This design comes from an exercise in tuning for small area, a short achievable clock period and few clock cycles per item on the open sky130 flow, not from production work. Function was checked by simulation only, so behaviour that the tests miss may differ from the original. No activity file was given, so power comes from the tool's default toggle rates.

==> flow/design.v <==
`timescale 1ns/1ps
module SBGCDCtrl (
  input      [31:0]   io_sb_SBaddress,
  input               io_sb_SBvalid,
  input      [31:0]   io_sb_SBwdata,
  input               io_sb_SBwrite,
  input      [3:0]    io_sb_SBsize,
  output              io_sb_SBready,
  output     [31:0]   io_sb_SBrdata,
  input               io_sel,
  output              io_irq,
  input               clk,
  input               reset
);
  wire        acc   = io_sb_SBvalid && io_sel;
  wire [7:0]  addr  = io_sb_SBaddress[7:0];
  wire        wr    = acc && io_sb_SBwrite;
  wire        rd    = acc && !io_sb_SBwrite;
  wire        wrA   = wr && (addr == 8'h00);
  wire        wrB   = wr && (addr == 8'h04);
  wire        wrGo  = wr && (addr == 8'h10);
  wire        start = wrGo && (io_sb_SBwdata == 32'h00000001);
  wire        rdRes = rd && (addr == 8'h08);
  reg  [31:0] regA;
  reg  [31:0] regB;
  reg         readyReg;
  reg         irqReg;
  reg         busy;      
  reg         resValid;  
  reg         reload;    
  reg         irqPrev;   
  reg         selA, selB, selR, selS;
  wire [31:0] nextA = wrA ? io_sb_SBwdata : regA;
  wire [31:0] nextB = wrB ? io_sb_SBwdata : regB;
  wire        load  = wrA || wrB || reload;
  reg  [31:0] x;
  reg  [31:0] y;
  reg  [4:0]  c;         
  reg         fin;       
  wire [31:0] xd = x ^ y;
  wire        eq = ~|xd;
  wire        ce = eq || fin;
  wire        done = ce && (c == 5'd0);
  wire        ex = ~x[0];
  wire        ey = ~y[0];
  wire        fresh  = busy && ce && (c[4:1] == 4'd0);
  wire        irqNow = irqReg || fresh;
  wire [31:0] p = ~xd;
  wire [31:0] g = x & ~y;
  reg  [32:0] gc;
  reg  [32:0] pc;
  reg  [32:0] gt, pt;
  integer i, s;
  always @(*) begin
    gt = {g, 1'b0};
    pt = {p, 1'b1};
    for (s = 1; s < 33; s = s * 2) begin
      for (i = 2 * s - 1; i < 33; i = i + 2 * s) begin
        gt[i] = gt[i] | (pt[i] & gt[i - s]);
        pt[i] = pt[i] & pt[i - s];
      end
    end
    for (s = 16; s >= 1; s = s / 2) begin
      for (i = 3 * s - 1; i < 33; i = i + 2 * s) begin
        gt[i] = gt[i] | (pt[i] & gt[i - s]);
        pt[i] = pt[i] & pt[i - s];
      end
    end
    gc = gt;
    pc = pt;
  end
  wire [32:0] c1  = gc | pc;
  wire        neg = ~c1[32];
  wire [31:0] ad  = neg ? ~(p ^ gc[31:0]) : (p ^ c1[31:0]);
  wire [31:0] t = ex ? x : (ey ? y : xd);
  wire [2:0]  kz = t[1] ? 3'd1 : t[2] ? 3'd2 : t[3] ? 3'd3 : t[4] ? 3'd4 :
                   t[5] ? 3'd5 : t[6] ? 3'd6 : 3'd7;
  wire        both = ex && ey;
  wire [2:0]  k = both ? 3'd1 : kz;
  wire [31:0] w = ex ? x : (ey ? y : ad);
  wire [31:0] r = w >> k;
  wire        step  = !ce;
  wire        halfY = step && both;
  wire        dblX  = ce && (c != 5'd0);
  wire [31:0] keep  = ex ? y : (ey ? x : (neg ? x : y));
  always @(posedge clk) begin
    if (load) begin
      x   <= nextA;
      y   <= nextB;
      c   <= 5'd0;
      fin <= 1'b0;
    end else if (dblX) begin
      x   <= {x[30:0], 1'b0};
      c   <= c - 5'd1;
      fin <= 1'b1;
    end else if (step) begin
      x <= r;
      if (halfY) begin
        y <= {1'b0, y[31:1]};
        c <= c + 5'd1;
      end else begin
        y <= keep;
      end
    end
  end
  always @(posedge clk or posedge reset) begin
    if (reset) begin
      regA     <= 32'h00000000;
      regB     <= 32'h00000000;
      readyReg <= 1'b0;
      irqReg   <= 1'b0;
      busy     <= 1'b0;
      resValid <= 1'b0;
      reload   <= 1'b1;
      irqPrev  <= 1'b0;
      selA     <= 1'b0;
      selB     <= 1'b0;
      selR     <= 1'b0;
      selS     <= 1'b0;
    end else begin
      regA     <= nextA;
      regB     <= nextB;
      reload   <= 1'b0;
      readyReg <= acc;
      irqPrev  <= irqNow;
      selA     <= rd && (addr == 8'h00);
      selB     <= rd && (addr == 8'h04);
      selR     <= rdRes && (resValid || fresh);
      selS     <= rd && (addr == 8'h0c);
      if (start)
        busy <= 1'b1;
      else if (fresh)
        busy <= 1'b0;
      if (rdRes)
        irqReg <= 1'b0;
      else if (fresh)
        irqReg <= 1'b1;
      if (wrA || wrB || wrGo)
        resValid <= 1'b0;
      else if (fresh)
        resValid <= 1'b1;
    end
  end
  assign io_sb_SBready = readyReg;
  assign io_irq        = irqNow;
  assign io_sb_SBrdata = ({32{selA}} & regA) | ({32{selB}} & regB) |
                         ({32{selR}} & x) | {31'd0, selS & irqPrev};
endmodule
Settings: LEC_CHECK=0, CAP_MARGIN=10, CORE_MARGIN=2, CORE_UTILIZATION=50, CTS_BUF_LIST=sky130_fd_sc_hd__clkbuf_8, SETUP_SLACK_MARGIN=5, SLEW_MARGIN=10; clock period 10.0 ns.
standard.sh (not shown) runs the stock make flow with config.mk's settings and CLKGATE_MAP_FILE= SYNTH_SCRIPT=/design/flow/synth_recipe.tcl, a recipe that flattens the netlist after the stock synthesis.
==> flow/flow/run.sh <==
#!/bin/bash
# The standard layout (the standard.sh, standard synthesis included), with
# the port buffers made from sky130_fd_sc_hd__buf_1 instead of the buffer that
# buffer_ports picks by default (a slow, large delay buffer). Every port still
# gets its own buffer.
set -euo pipefail
export BUFFER_PORTS_ARGS="-buffer_cell sky130_fd_sc_hd__buf_1"
bash standard.sh > standard.log 2>&1
The baseline stopped in 6_report.
Testbench counts at the start, summed over its fixed seeds: cycles 34,963, items 2,400.
Rerun with:
CORE_UTILIZATION = 40   (was 50)
After rerunning:
- The new run went through all stages and came out clean
- global-route usage decreases by 8.6 points
- first-iteration DRC count decreases by 26%
- area after synthesis does not change
- wire length decreases by 2.6%
Rerun with:
CORE_UTILIZATION = 30   (was 40)
- The new run completed with no timing, DRC or antenna violations
- final cell count went up by a little under a tenth
- wire length grows slightly
- setup slack improves by 0.056 ns
- design area climbs by a few percent
- core utilization goes down by 11 points
- register-to-register slack gets better by 0.07 ns
- global-route usage drops by 7.5 points
- first-iteration DRC count decreases by a few percent
- count of clock-buffer cells in the layout does not change
- via count grows slightly
Rerun with:
CORE_UTILIZATION = 40   (was 30)
PLACE_DENSITY = 0.8   (was unset)
After rerunning:
- The new run completed without violations
- setup slack degrades by 0.0036 ns
- global-route usage increases by 5.1 points
- total power went down by a few percent
- synthesized cell count is unchanged
- sequential cell count does not change
- core utilization grows by 11 points
Rerun with:
CAP_MARGIN = 0   (was 10)
PLACE_DENSITY = unset   (was 0.8)
SLEW_MARGIN = 0   (was 10)
The changed run completed without violations.
Flip-flop and latch count is unchanged.
Via count falls slightly.
Routed wire length rises by a few percent.
Synthesized area is unchanged.
Clock skew stays flat.
Fmax falls slightly.
Count of clock-buffer cells in the layout rises by 1.
Power rises by a few percent.
Worst setup slack gets worse by 0.053 ns.
Global-route usage rises by 2.4 points.

-- port drivers added, routing unchanged --
The results above use ideal ports. As a check the final layouts listed here were re-extracted and re-timed, cells and wires unchanged.
Step 1, drivers: a clkbuf_16 drives clk and a buf_2 each remaining input, both assumed.
Step 2 adds t to the input delays and takes it off the output delays; t is the mean of the earliest and latest rising clock arrival at the registers after step 1. Input paths then give back, and output paths get back, about the clock's delay inside the block.
Three values: ideal ports, drivers, drivers and shift; two values: the first two.
run	shift t [ns]	setup slack, ns	worst hold slack (ns)	clock arrival spread, ns	worst register clock-pin slew, ns
the second run	0.489	4.888 / 4.848 / 4.617	0.499 / 0.499 / 0.499	0.015 / 0.015	0.09 / 0.09
the third run	0.494	4.944 / 4.902 / 4.728	0.500 / 0.500 / 0.500	0.021 / 0.021	0.09 / 0.09
the fourth run	0.489	4.941 / 4.904 / 4.785	0.499 / 0.499 / 0.499	0.016 / 0.016	0.09 / 0.09
the fifth run	0.489	4.888 / 4.848 / 4.617	0.499 / 0.499 / 0.499	0.015 / 0.015	0.09 / 0.09
After both steps setup and hold are still met in every run listed.
